This design comes from an exercise in tuning for small area on the open sky130 flow, not from production work. The RTL was checked by simulation tests, not by an equivalence proof against the original design. Power and IR drop assume default switching activity.

==> flow/design.v (excerpt) <==
module uart_regs #(
    parameter W_REG = 32
)(
    input wire clk,
    input wire rst_n,
    input wire rx,
    output reg tx,
    input wire [9:0] div_int,
    input wire [3:0] div_frac,
    output wire [W_REG-1:0] Reg1,
    output wire [W_REG-1:0] Reg2,
    output wire [W_REG-1:0] Reg3,
    output wire [W_REG-1:0] Reg4,
    output wire [W_REG-1:0] Reg5,
    output wire [W_REG-1:0] Reg6,
    output wire [W_REG-1:0] Reg7,
    output wire [W_REG-1:0] Reg8
);
integer i;
genvar r, b;
reg [1:0] rst_sync;
always @(posedge clk or negedge rst_n)
    if (!rst_n)
        rst_sync <= 2'b00;
    else
        rst_sync <= {rst_sync[0], 1'b1};
wire rst_s = rst_sync[1];
reg [9:0] ctr_int;
reg [3:0] ctr_frac;
reg       frac_carry;
reg       extra;
reg       tick;
always @(posedge clk or negedge rst_s) begin
    if (!rst_s) begin
        tick <= 1'b0;
        ctr_int <= 10'd1;
        ctr_frac <= 4'd0;
        frac_carry <= 1'b0;
        extra <= 1'b0;
    end else if (ctr_int == 10'd1 && !extra) begin
        {frac_carry, ctr_frac} <= ctr_frac + div_frac;
        extra <= frac_carry;
        ctr_int <= div_int;
        tick <= 1'b1;
    end else begin
        tick <= 1'b0;
        if (ctr_int == 10'd1)
            extra <= 1'b0;
        else
            ctr_int <= ctr_int - 1'b1;
    end
end
reg [1:0] rx_sync;
always @(posedge clk or negedge rst_s)
    if (!rst_s)
        rx_sync <= 2'b11;
    else
        rx_sync <= {rx_sync[0], rx};
wire din = rx_sync[1];
localparam RX_IDLE = 4'd0;
localparam RX_START = 4'd1;
localparam RX_STOP = 4'd10;
localparam RX_P1 = 4'd11;
localparam RX_P3 = 4'd13;
localparam RX_P4 = 4'd14;
reg [1:0] rx_over;
reg [3:0] rx_state;
reg [31:0] sr;
wire rx_post = (rx_state == 4'd11) || (rx_state == 4'd12) || (rx_state == 4'd13);
wire rx_idle = (rx_state == RX_IDLE) || (rx_state == RX_P4);
wire rx_step = tick && (rx_over == 2'd0);
wire rx_shift = rx_step && !rx_post && !rx_idle && (rx_state != RX_START) && (rx_state != RX_STOP);
always @(posedge clk or negedge rst_s) begin
    if (!rst_s) begin
        rx_over <= 2'd0;
        rx_state <= RX_IDLE;
    end else begin
        if (tick)
            rx_over <= rx_over + 1'b1;
        if (rx_post) begin
            rx_state <= rx_state + 1'b1;
        end else if (rx_step) begin
            rx_state <= rx_state + 1'b1;
  ...
Size: about 330 flip-flops, about 14,000 µm² of cells after synthesis.
export LEC_CHECK = 0
export CAP_MARGIN = 20
export CORE_MARGIN = 2
export CORE_UTILIZATION = 85
export CTS_BUF_LIST = sky130_fd_sc_hd__clkbuf_4
export SLEW_MARGIN = 20
export SYNTH_HIERARCHICAL = 1
create_clock -name core_clock -period 10.0 [get_ports {clk}]
standard.sh (not shown) runs the stock make flow with config.mk's settings and CLKGATE_MAP_FILE= SYNTH_SCRIPT=/design/flow/synth_recipe.tcl, a recipe that flattens the netlist after the stock synthesis.
==> flow/flow/run.sh <==
#!/bin/bash
# The standard layout with two changes: port buffers use the smallest
# buffer, and clock tree synthesis inserts no dummy loads.
export BUFFER_PORTS_ARGS="-buffer_cell sky130_fd_sc_hd__buf_1"
export CTS_ARGS="-sink_clustering_enable -repair_clock_nets -dont_use_dummy_load -buf_list sky130_fd_sc_hd__clkbuf_4"
bash standard.sh > standard.log 2>&1
The baseline failed in global placement (3_3_place_gp) on GPL-0301.
Then changed:
CORE_UTILIZATION = 70   (was 85)
Result: With this change the flow passed the timing, design-rule and antenna checks; area after synthesis is unchanged; synthesized cell count does not change.

* * *

uart_regs, a different RTL version from the one above (not shown whole).
Size: about 1200 cells after synthesis, about 270 I/O pins, about 15000 um2 of cells after synthesis.
## uart_regs
module uart_regs #(
    parameter W_REG = 32
)(
    input wire clk,
    input wire rst_n,
    input wire rx,
    output reg tx,
    input wire [9:0] div_int,
    input wire [3:0] div_frac,
    output wire [W_REG-1:0] Reg1,
    output wire [W_REG-1:0] Reg2,
    output wire [W_REG-1:0] Reg3,
    output wire [W_REG-1:0] Reg4,
    output wire [W_REG-1:0] Reg5,
    output wire [W_REG-1:0] Reg6,
    output wire [W_REG-1:0] Reg7,
    output wire [W_REG-1:0] Reg8
);
wire rst_s;
wire tick;
reset_sync inst_reset_sync (
    .clk(clk),
    .rst_n_in(rst_n),
    .rst_n_out(rst_s)
);
clkdiv_frac inst_clk_div (
    .clk(clk),
    .rst_n(rst_s),
    .div_int(div_int),
    .div_frac(div_frac),
    .clk_en(tick)
);
reg [1:0] rx_sync;
always @(posedge clk or negedge rst_s)
    if (!rst_s)
        rx_sync <= 2'b11;
    else
        rx_sync <= {rx_sync[0], rx};
wire din = rx_sync[1];
localparam RX_IDLE = 4'd0;
localparam RX_START = 4'd1;
localparam RX_STOP = 4'd10;
localparam RX_P1 = 4'd11;
localparam RX_P2 = 4'd12;
localparam RX_P3 = 4'd13;
localparam RX_P4 = 4'd14;
reg [1:0] rx_over;
reg [3:0] rx_state;
reg [31:0] sr;
wire rx_post = (rx_state == 4'd11) || (rx_state == 4'd12) || (rx_state == 4'd13);
wire rx_idle = (rx_state == RX_IDLE) || (rx_state == RX_P4);
wire rx_step = tick && (rx_over == 2'd0);
wire rx_shift = rx_step && !rx_post && !rx_idle && (rx_state != RX_START) && (rx_state != RX_STOP);
always @(posedge clk or negedge rst_s) begin
    if (!rst_s) begin
        rx_over <= 2'd0;
        rx_state <= RX_IDLE;
    end else begin
        if (tick)
            rx_over <= rx_over + 1'b1;
        if (rx_post) begin
            rx_state <= rx_state + 1'b1;
        end else if (rx_step) begin
            rx_state <= rx_state + 1'b1;
            if (rx_idle) begin
                if (din) begin
                    rx_state <= RX_IDLE;
                    rx_over <= 2'd0;
                end else begin
                    rx_state <= RX_START;
                end
  ...
export LEC_CHECK = 0
export CAP_MARGIN = 20
export CORE_MARGIN = 2
export CORE_UTILIZATION = 70
export CTS_BUF_LIST = sky130_fd_sc_hd__clkbuf_4 sky130_fd_sc_hd__clkbuf_8
export SLEW_MARGIN = 20
create_clock -name core_clock -period 10.0 [get_ports {clk}]
==> flow/flow/run.sh <==
#!/bin/bash
# Standard layout, with small port buffers and no CTS dummy loads.
cp standard.sh standard_sh_copy.txt
export BUFFER_PORTS_ARGS="-buffer_cell sky130_fd_sc_hd__buf_1"
export CTS_ARGS="-sink_clustering_enable -repair_clock_nets -dont_use_dummy_load -buf_list {sky130_fd_sc_hd__clkbuf_4 sky130_fd_sc_hd__clkbuf_8}"
bash standard.sh > standard.log 2>&1
The baseline produced a clean layout.
Rerun with:
==> flow/run.sh (new file) <==
#!/bin/bash
# synth_recipe.tcl (not shown) runs the flow's synth.tcl, then flattens the netlist and writes it again
# the make line also repeats each setting of config.mk as NAME=value (left out here)
make -C /OpenROAD-flow-scripts/flow DESIGN_CONFIG=/design/flow/config.mk WORK_HOME=/design/flow/orfs CLKGATE_MAP_FILE= SYNTH_SCRIPT=/design/flow/synth_recipe.tcl finish
CTS_BUF_LIST = default   (was sky130_fd_sc_hd__clkbuf_4 sky130_fd_sc_hd__clkbuf_8)
removed: flow/flow/run.sh
removed: flow/standard.sh
Outcome: First-iteration DRC count grows by 37%. Via count grows by 6.5%. Core utilization grows by 9.7 points. Hold slack gains 44 ps. Power grows by 15%. Clock-buffer cell count shrinks by 4. Routed wire length grows by 13%.

## separate check: timing with driven ports
In the flow no input, the clock included, has a driving cell. The finished layouts below were timed again as built, in two steps. Step 1 assumes that a clkbuf_16 drives the clock port and a buf_2 every other input. Step 2 times the ports against the registers' clock, not the clock port: input delays grow and output delays shrink by t, the midpoint of the rising clock arrivals with the driver on. Slacks: ideal / step 1 / step 2; pairs: ideal / step 1.
run	t (ns)	setup slack, ns	clock arrival spread, ns	cell pins on the clock port's net
the second run of note 1	0.719	6.545 / 6.497 / 6.783	0.052 / 0.052	1
the first run of note 2	0.619	6.337 / 6.337 / 6.337	0.041 / 0.041	1
the second run of note 2	0.569	6.059 / 6.059 / 6.059	0.023 / 0.023	1
After both steps setup and hold are still met in every run listed.
